Background: an optimization exercise with open tools, aiming at small area and a short achievable clock period. Do not read the settings as production practice.
Where RTL was checked, it was by simulation tests only, not by an equivalence proof against the original.

==> 10-02: inputs <==
// CPU
module CPU(
	input logic clk,
	input logic [15:0] inM,
	input logic [15:0] instruction,
	input logic reset,
	output logic [15:0] outM,
	output logic writeM,
	output logic [14:0] addressM,
	output logic [14:0] pc
);
==> module CPU, before the edit <==
module CPU(
	input logic clk,
	input logic [15:0] inM,
	input logic [15:0] instruction,
	input logic reset,
	output logic [15:0] outM,
	output logic writeM,
	output logic [14:0] addressM,
	output logic [14:0] pc
);
	logic [15:0] A, D;
	logic [14:0] PC;
	wire c = instruction[15];
	wire [15:0] y0 = instruction[12] ? inM : A;
	wire [15:0] x = ({16{~instruction[11]}} & D) ^ {16{instruction[10]}};
	wire [15:0] y = ({16{~instruction[9]}} & y0) ^ {16{instruction[8]}};
	wire [15:0] r = instruction[7] ? (x + y) : (x & y);
	assign outM = r ^ {16{instruction[6]}};
	wire zr = (outM == 16'd0);
	wire ng = outM[15];
	wire jmp = c & ((instruction[2] & ng) | (instruction[1] & zr) | (instruction[0] & ~ng & ~zr));
	always_ff @(posedge clk) begin
		if (~c) A <= {1'b0, instruction[14:0]};
		else if (instruction[5]) A <= outM;
		if (c & instruction[4]) D <= outM;
		if (reset) PC <= 15'd0;
		else if (jmp) PC <= A[14:0];
		else PC <= PC + 15'd1;
	end
	assign writeM = c & instruction[3];
	assign addressM = A[14:0];
	assign pc = PC;
endmodule
Settings: LEC_CHECK=0, CAP_MARGIN=20, CORE_MARGIN=2, CORE_UTILIZATION=40, SETUP_SLACK_MARGIN=5, SLEW_MARGIN=20; clock period 12.5 ns.
run.sh (not shown) runs the stock make flow with config.mk's settings and CLKGATE_MAP_FILE= SYNTH_SCRIPT=/design/flow/synth_recipe.tcl, a recipe that flattens the netlist after the stock synthesis.
==> inputs of 09-28, as changes to 10-02 <==
--- a/flow/design.v
+++ b/flow/design.v
@@ -12,8 +12,34 @@
 	logic [14:0] PC;
-	wire c = instruction[15];
-	wire [15:0] y0 = instruction[12] ? inM : A;
-	wire [15:0] x = ({16{~instruction[11]}} & D) ^ {16{instruction[10]}};
-	wire [15:0] y = ({16{~instruction[9]}} & y0) ^ {16{instruction[8]}};
-	wire [15:0] r = instruction[7] ? (x + y) : (x & y);
-	assign outM = r ^ {16{instruction[6]}};
+	wire c  = instruction[15];
+	wire am = instruction[12];
+	wire zx = instruction[11];
+	wire nx = instruction[10];
+	wire zy = instruction[9];
+	wire ny = instruction[8];
+	wire f  = instruction[7];
+	wire no = instruction[6];
+	wire [15:0] x = ({16{~zx}} & D) ^ {16{nx}};
+	wire [15:0] y = ((am ? inM : A) & {16{~zy}}) ^ {16{ny}};
+	wire [15:0] g = x & y;
+	wire [15:0] p = x ^ y;
+	wire [15:0] gf = g & {16{f}};
+	logic [15:0] G [0:4];
+	logic [15:0] P [0:4];
+	assign G[0] = gf;
+	assign P[0] = p;
+	for (genvar l = 0; l < 4; l++) begin : lvl
+		for (genvar i = 0; i < 16; i++) begin : bitn
+			if ((i >> l) & 1) begin : comb
+				localparam int j = ((i >> l) << l) - 1;
+				assign G[l+1][i] = G[l][i] | (P[l][i] & G[l][j]);
+				assign P[l+1][i] = P[l][i] & P[l][j];
+			end else begin : pass
+				assign G[l+1][i] = G[l][i];
+				assign P[l+1][i] = P[l][i];
+			end
+		end
+	end
+	wire [15:0] cin = {G[4][14:0], 1'b0};
+	wire [15:0] t = (f ? p : g) ^ {16{no}};
+	assign outM = t ^ cin;
 	wire zr = (outM == 16'd0);
==> flow/flow/run.sh (new file) <==
#!/bin/bash
# Layout flow: the standard ORFS flow (standard.sh) with two changes:
#  - synthesis maps the logic with the ABC script in flow/abc.script
#    (ORFS's synth.tcl otherwise unchanged; same -nofsm -noshare, flatten and renames)
#  - port buffers are sky130_fd_sc_hd__buf_1 instead of the default choice
set -euo pipefail
W=$PWD
sed "s#log_cmd abc {\*}\$abc_args#log_cmd abc {*}[lreplace \$abc_args 1 1 $W/flow/abc.script]#" \
  "$FLOW_HOME/scripts/synth.tcl" > "$W/synth_custom.tcl"
grep -q "flow/abc.script" "$W/synth_custom.tcl"
sed "s#\$::env(SCRIPTS_DIR)/synth.tcl#$W/synth_custom.tcl#" synth_recipe.tcl > "$W/synth_top.tcl"
grep -q "synth_custom.tcl" "$W/synth_top.tcl"
EXTRA=()
if [[ -f flow/make_args.txt ]]; then mapfile -t EXTRA < <(grep -v '^\s*$' flow/make_args.txt); fi
bash standard.sh SYNTH_SCRIPT="$W/synth_top.tcl" \
  "BUFFER_PORTS_ARGS=-buffer_cell sky130_fd_sc_hd__buf_1" "${EXTRA[@]}" finish > "$W/flow.log" 2>&1
==> flow/flow/abc.script (new file) <==
&get -n
&st
&dch
&nf
&st
&syn2
&if -g -K 6
&synch2
&nf
&st
&syn2
&if -g -K 6
&synch2
&nf
&st
&syn2
&if -g -K 6
&synch2
&nf
&st
&syn2
&if -g -K 6
&synch2
&nf
&st
&syn2
&if -g -K 6
&synch2
&nf
&put
buffer -c
topo
stime -c
upsize -c
dnsize -c
==> flow/flow/make_args.txt (new file) <==
==> flow/standard.sh (new file) <==
#!/bin/bash
# synth_recipe.tcl (not shown) runs the flow's synth.tcl, then flattens the netlist and writes it again
# the make line also repeats each setting of config.mk as NAME=value (left out here)
make -C /OpenROAD-flow-scripts/flow DESIGN_CONFIG=/design/flow/config.mk WORK_HOME=/design/flow/orfs CLKGATE_MAP_FILE= SYNTH_SCRIPT=/design/flow/synth_recipe.tcl "${@:-finish}"
SETUP_SLACK_MARGIN = 4.5   (was 5)
removed: flow/run.sh
==> inputs of 07-07, as changes to 10-02 <==
==> flow/design.v (replaced) <==
module CPU(
	input logic clk,
	input logic [15:0] inM,
	input logic [15:0] instruction,
	input logic reset,
	output logic [15:0] outM,
	output logic writeM,
	output logic [14:0] addressM,
	output logic [14:0] pc
);
	logic [15:0] A, D;
	logic [14:0] PC;
	wire c  = instruction[15];
	wire am = instruction[12];
	wire zx = instruction[11];
	wire nx = instruction[10];
	wire zy = instruction[9];
	wire ny = instruction[8];
	wire f  = instruction[7];
	wire no = instruction[6];
	wire kx0 = c & ~(zx ^ nx);
	wire kx1 = c & nx;
	wire kI  = ~c;
	wire ky0 = c & ~(zy ^ ny);
	wire ky1 = c & ny;
	wire kM0 = ky0 & am;
	wire kM1 = ky1 & am;
	wire kA0 = ky0 & ~am;
	wire kA1 = ky1 & ~am;
	wire fe  = f | ~c;
	wire noe = no & c;
	wire [15:0] xi = {1'b0, instruction[14:0]};
	wire [15:0] x = (D & {16{kx0}}) | (~D & {16{kx1}}) | (xi & {16{kI}});
	wire [15:0] y = (A & {16{kA0}}) | (~A & {16{kA1}}) | (inM & {16{kM0}}) | (~inM & {16{kM1}});
	wire [15:0] g = x & y;
	wire [15:0] p = x ^ y;
	wire [15:0] gf = g & {16{fe}};
	wire g0 = gf[1] | (p[1] & gf[0]);
	wire p0 = p[1] & p[0];
	wire g1 = gf[3] | (p[3] & gf[2]);
	wire p1 = p[3] & p[2];
	wire g2 = gf[5] | (p[5] & gf[4]);
	wire p2 = p[5] & p[4];
	wire g3 = gf[7] | (p[7] & gf[6]);
	wire p3 = p[7] & p[6];
	wire g4 = gf[9] | (p[9] & gf[8]);
	wire p4 = p[9] & p[8];
	wire g5 = gf[11] | (p[11] & gf[10]);
	wire p5 = p[11] & p[10];
	wire g6 = gf[13] | (p[13] & gf[12]);
	wire p6 = p[13] & p[12];
	wire g7 = gf[15] | (p[15] & gf[14]);
	wire p7 = p[15] & p[14];
	wire g8 = gf[2] | (p[2] & g0);
	wire p8 = p[2] & p0;
	wire g9 = g1 | (p1 & g0);
	wire p9 = p1 & p0;
	wire g10 = gf[6] | (p[6] & g2);
	wire p10 = p[6] & p2;
	wire g11 = g3 | (p3 & g2);
	wire p11 = p3 & p2;
	wire g12 = gf[10] | (p[10] & g4);
	wire p12 = p[10] & p4;
	wire g13 = g5 | (p5 & g4);
	wire p13 = p5 & p4;
	wire g14 = gf[14] | (p[14] & g6);
	wire p14 = p[14] & p6;
	wire g15 = g7 | (p7 & g6);
	wire p15 = p7 & p6;
	wire g16 = gf[4] | (p[4] & g9);
	wire p16 = p[4] & p9;
	wire g17 = g2 | (p2 & g9);
	wire p17 = p2 & p9;
	wire g18 = g10 | (p10 & g9);
	wire p18 = p10 & p9;
	wire g19 = g11 | (p11 & g9);
	wire p19 = p11 & p9;
	wire g20 = gf[12] | (p[12] & g13);
	wire p20 = p[12] & p13;
	wire g21 = g6 | (p6 & g13);
	wire p21 = p6 & p13;
	wire g22 = g14 | (p14 & g13);
	wire p22 = p14 & p13;
	wire g23 = g15 | (p15 & g13);
	wire p23 = p15 & p13;
	wire g24 = gf[8] | (p[8] & g19);
	wire p24 = p[8] & p19;
	wire g25 = g4 | (p4 & g19);
	wire p25 = p4 & p19;
	wire g26 = g12 | (p12 & g19);
	wire p26 = p12 & p19;
	wire g27 = g13 | (p13 & g19);
	wire p27 = p13 & p19;
	wire g28 = g20 | (p20 & g19);
	wire p28 = p20 & p19;
	wire g29 = g21 | (p21 & g19);
	wire p29 = p21 & p19;
	wire g30 = g22 | (p22 & g19);
	wire p30 = p22 & p19;
	wire g31 = g23 | (p23 & g19);
	wire p31 = p23 & p19;
	wire [15:0] cin = {g30, g29, g28, g27, g26, g25, g24, g19, g18, g17, g16, g9, g8, g0, gf[0], 1'b0};
	wire [15:0] t = (fe ? p : g) ^ {16{noe}};
	assign outM = t ^ cin;
	wire zr = (outM == 16'd0);
	wire ng = outM[15];
	wire jmp = c & ((instruction[2] & ng) | (instruction[1] & zr) | (instruction[0] & ~ng & ~zr));
	always_ff @(posedge clk) begin
		if (~c | instruction[5]) A <= outM;
		if (c & instruction[4]) D <= outM;
		if (reset) PC <= 15'd0;
		else if (jmp) PC <= A[14:0];
		else PC <= PC + 15'd1;
	end
	assign writeM = c & instruction[3];
	assign addressM = A[14:0];
	assign pc = PC;
endmodule
==> flow/flow/run.sh (new file) <==
#!/bin/bash
# Layout flow: the standard ORFS flow (standard.sh) with two changes:
#  - synthesis maps the logic with the ABC script in flow/abc.script
#    (ORFS's synth.tcl otherwise unchanged; same -nofsm -noshare, flatten and renames)
#  - port buffers are sky130_fd_sc_hd__buf_1 instead of the default choice
set -euo pipefail
W=$PWD
sed "s#log_cmd abc {\*}\$abc_args#log_cmd abc {*}[lreplace \$abc_args 1 1 $W/flow/abc.script]#" \
  "$FLOW_HOME/scripts/synth.tcl" > "$W/synth_custom.tcl"
grep -q "flow/abc.script" "$W/synth_custom.tcl"
sed "s#\$::env(SCRIPTS_DIR)/synth.tcl#$W/synth_custom.tcl#" synth_recipe.tcl > "$W/synth_top.tcl"
grep -q "synth_custom.tcl" "$W/synth_top.tcl"
EXTRA=()
if [[ -f flow/make_args.txt ]]; then mapfile -t EXTRA < <(grep -v '^\s*$' flow/make_args.txt); fi
bash standard.sh SYNTH_SCRIPT="$W/synth_top.tcl" \
  "BUFFER_PORTS_ARGS=-buffer_cell sky130_fd_sc_hd__buf_1" "${EXTRA[@]}" finish > "$W/flow.log" 2>&1
==> flow/flow/abc.script (new file) <==
strash; dch; map -a; topo; stime -c
==> flow/flow/make_args.txt (new file) <==
==> flow/standard.sh (new file) <==
#!/bin/bash
# synth_recipe.tcl (not shown) runs the flow's synth.tcl, then flattens the netlist and writes it again
# the make line also repeats each setting of config.mk as NAME=value (left out here)
make -C /OpenROAD-flow-scripts/flow DESIGN_CONFIG=/design/flow/config.mk WORK_HOME=/design/flow/orfs CLKGATE_MAP_FILE= SYNTH_SCRIPT=/design/flow/synth_recipe.tcl "${@:-finish}"
SETUP_SLACK_MARGIN = 4.5   (was 5)
removed: flow/run.sh
==> inputs of 12-06, as changes to 10-02 <==
--- a/flow/design.v
+++ b/flow/design.v
@@ -12,8 +12,34 @@
 	logic [14:0] PC;
-	wire c = instruction[15];
-	wire [15:0] y0 = instruction[12] ? inM : A;
-	wire [15:0] x = ({16{~instruction[11]}} & D) ^ {16{instruction[10]}};
-	wire [15:0] y = ({16{~instruction[9]}} & y0) ^ {16{instruction[8]}};
-	wire [15:0] r = instruction[7] ? (x + y) : (x & y);
-	assign outM = r ^ {16{instruction[6]}};
+	wire c  = instruction[15];
+	wire am = instruction[12];
+	wire zx = instruction[11];
+	wire nx = instruction[10];
+	wire zy = instruction[9];
+	wire ny = instruction[8];
+	wire f  = instruction[7];
+	wire no = instruction[6];
+	wire [15:0] x = ({16{~zx}} & D) ^ {16{nx}};
+	wire [15:0] y = ((am ? inM : A) & {16{~zy}}) ^ {16{ny}};
+	wire [15:0] g = x & y;
+	wire [15:0] p = x ^ y;
+	wire [15:0] gf = g & {16{f}};
+	logic [15:0] G [0:4];
+	logic [15:0] P [0:4];
+	assign G[0] = gf;
+	assign P[0] = p;
+	for (genvar l = 0; l < 4; l++) begin : lvl
+		for (genvar i = 0; i < 16; i++) begin : bitn
+			if ((i >> l) & 1) begin : comb
+				localparam int j = ((i >> l) << l) - 1;
+				assign G[l+1][i] = G[l][i] | (P[l][i] & G[l][j]);
+				assign P[l+1][i] = P[l][i] & P[l][j];
+			end else begin : pass
+				assign G[l+1][i] = G[l][i];
+				assign P[l+1][i] = P[l][i];
+			end
+		end
+	end
+	wire [15:0] cin = {G[4][14:0], 1'b0};
+	wire [15:0] t = (f ? p : g) ^ {16{no}};
+	assign outM = t ^ cin;
 	wire zr = (outM == 16'd0);
==> flow/flow/run.sh (new file) <==
#!/bin/bash
# Layout flow: the standard ORFS flow (standard.sh) with two changes:
#  - synthesis maps the logic with the ABC script in flow/abc.script
#    (ORFS's synth.tcl otherwise unchanged; same -nofsm -noshare, flatten and renames)
#  - port buffers are sky130_fd_sc_hd__buf_1 instead of the default choice
set -euo pipefail
W=$PWD
sed "s#log_cmd abc {\*}\$abc_args#log_cmd abc {*}[lreplace \$abc_args 1 1 $W/flow/abc.script]#" \
  "$FLOW_HOME/scripts/synth.tcl" > "$W/synth_custom.tcl"
grep -q "flow/abc.script" "$W/synth_custom.tcl"
sed "s#\$::env(SCRIPTS_DIR)/synth.tcl#$W/synth_custom.tcl#" synth_recipe.tcl > "$W/synth_top.tcl"
grep -q "synth_custom.tcl" "$W/synth_top.tcl"
EXTRA=()
if [[ -f flow/make_args.txt ]]; then mapfile -t EXTRA < <(grep -v '^\s*$' flow/make_args.txt); fi
bash standard.sh SYNTH_SCRIPT="$W/synth_top.tcl" \
  "BUFFER_PORTS_ARGS=-buffer_cell sky130_fd_sc_hd__buf_1" "${EXTRA[@]}" finish > "$W/flow.log" 2>&1
==> flow/flow/abc.script (new file) <==
strash; dch; map -D 2500; topo; buffer -c; upsize -c; dnsize -c
==> flow/flow/make_args.txt (new file) <==
==> flow/standard.sh (new file) <==
#!/bin/bash
# synth_recipe.tcl (not shown) runs the flow's synth.tcl, then flattens the netlist and writes it again
# the make line also repeats each setting of config.mk as NAME=value (left out here)
make -C /OpenROAD-flow-scripts/flow DESIGN_CONFIG=/design/flow/config.mk WORK_HOME=/design/flow/orfs CLKGATE_MAP_FILE= SYNTH_SCRIPT=/design/flow/synth_recipe.tcl "${@:-finish}"
SETUP_SLACK_MARGIN = 4.5   (was 5)
removed: flow/run.sh
==> impl_metrics.ini <==
[outcome]
status = timing/DRC/antenna clean

[sta]
clock_skew_ns = 0.00934

[final_layout]
multiInputGateArea_mm2 = 0.00208
seq_share = 0.309

[yosys]
synth_top_area_share = 0.255
synth-compound-area-share = 0.136

[global_routing]
grt_max_degree = 28
grt_pass1_wl_mm = 14.7

[clock_tree]
worstSkewPairLatency_ns = 0.31
post_cts_resized = 5

[die]
die-area_mm2 = 0.00991

[min_path]
worstHoldStart = PC[0]
The numbers above come from 12-06.

==> impl_metrics.ini <==
[clock_tree]
worstSkewPairLatency_ns = 0.31
post_cts_resized = 18

[final_layout]
seq_share = 0.303
multiInputGateArea_mm2 = 0.00204

[yosys]
synth-compound-area-share = 0.162
synth_top_area_share = 0.276

[global_routing]
grt_max_degree = 31

[min_path]
worstHoldStart = PC[0]

[die]
die-area_mm2 = 0.00948

[outcome]
status = timing/DRC/antenna clean
The numbers above come from 07-07.

==> impl_metrics.ini <==
[global_routing]
grt_max_degree = 44
grt_pass1_wl_mm = 20.4
grt_use_met2 = 0.373

[route]
drt-total-wl_mm = 13.6

[clock_tree]
post_cts_resized = 108

[yosys]
synth_top_area_cell = edfxtp_1
synth-compound-area-share = 0.145
syn_area_mm2 = 0.00438

[final_layout]
multiInputGateArea_mm2 = 0.00340
seq_share = 0.199

[outcome]
status = timing/DRC/antenna clean

[sta]
clock_skew_ns = 0.0113

[die]
die-area_mm2 = 0.0118
The numbers above come from 10-02.

==> impl_metrics.ini <==
[yosys]
synth_top_area_share = 0.231
ys_ff_latch = 47
synth-compound-area-share = 0.0939

[clock_tree]
post_cts_resized = 14
worstSkewPairLatency_ns = 0.31

[final_layout]
seq_share = 0.280
final_common_cell = buf_1
multiInputGateArea_mm2 = 0.00254

[placed_design]
dp_slack_ns = 3.74

[setup_path]
r2r_setup_slack_ns = 7.38

[die]
die-area_mm2 = 0.0109

[min_path]
worstHoldStart = A[15]

[global_routing]
grt_max_degree = 33
grt_pass1_wl_mm = 16.1

[outcome]
status = timing/DRC/antenna clean

[sta]
clock_skew_ns = 0.0113

[route]
wl_met2_mm = 4.77
The numbers above come from 09-28.

No functional check of the RTL was part of 09-28, 07-07 and 12-06.

## afterwards: timing with drivers on the ports
No port has a modelled driver above. Below, the same layouts with a new extraction and two added sets of constraints.
Step 1, drivers: a clkbuf_16 drives clk and a buf_2 each remaining input, both assumed.
Step 2, shift: input delay + t, output delay - t, t = (earliest + latest rising clock arrival at the registers) / 2. This alone moves slack from input paths to output paths.
Slacks: ideal / step 1 / step 2; pairs: ideal / step 1.
| run | t, ns | setup slack, ns | worst hold slack (ns) | clock arrival spread, ns | pins driven straight from the clock port |
|---|---|---|---|---|---|
| 10-02 | 0.350 | 4.649 / 4.556 / 4.556 | 0.527 / 0.527 / 0.527 | 0.011 / 0.012 | 1 |
| 09-28 | 0.335 | 4.578 / 4.517 / 4.517 | 0.545 / 0.545 / 0.545 | 0.012 / 0.011 | 1 |
| 07-07 | 0.338 | 4.742 / 4.704 / 4.704 | 0.530 / 0.530 / 0.530 | 0.005 / 0.005 | 1 |
| 12-06 | 0.335 | 4.663 / 4.632 / 4.632 | 0.499 / 0.499 / 0.499 | 0.009 / 0.009 | 1 |
After both steps setup and hold are still met in every run listed. The setup slack of 10-02, which loses most, moves by -0.093 ns with the drivers and by -0.093 ns with both steps.
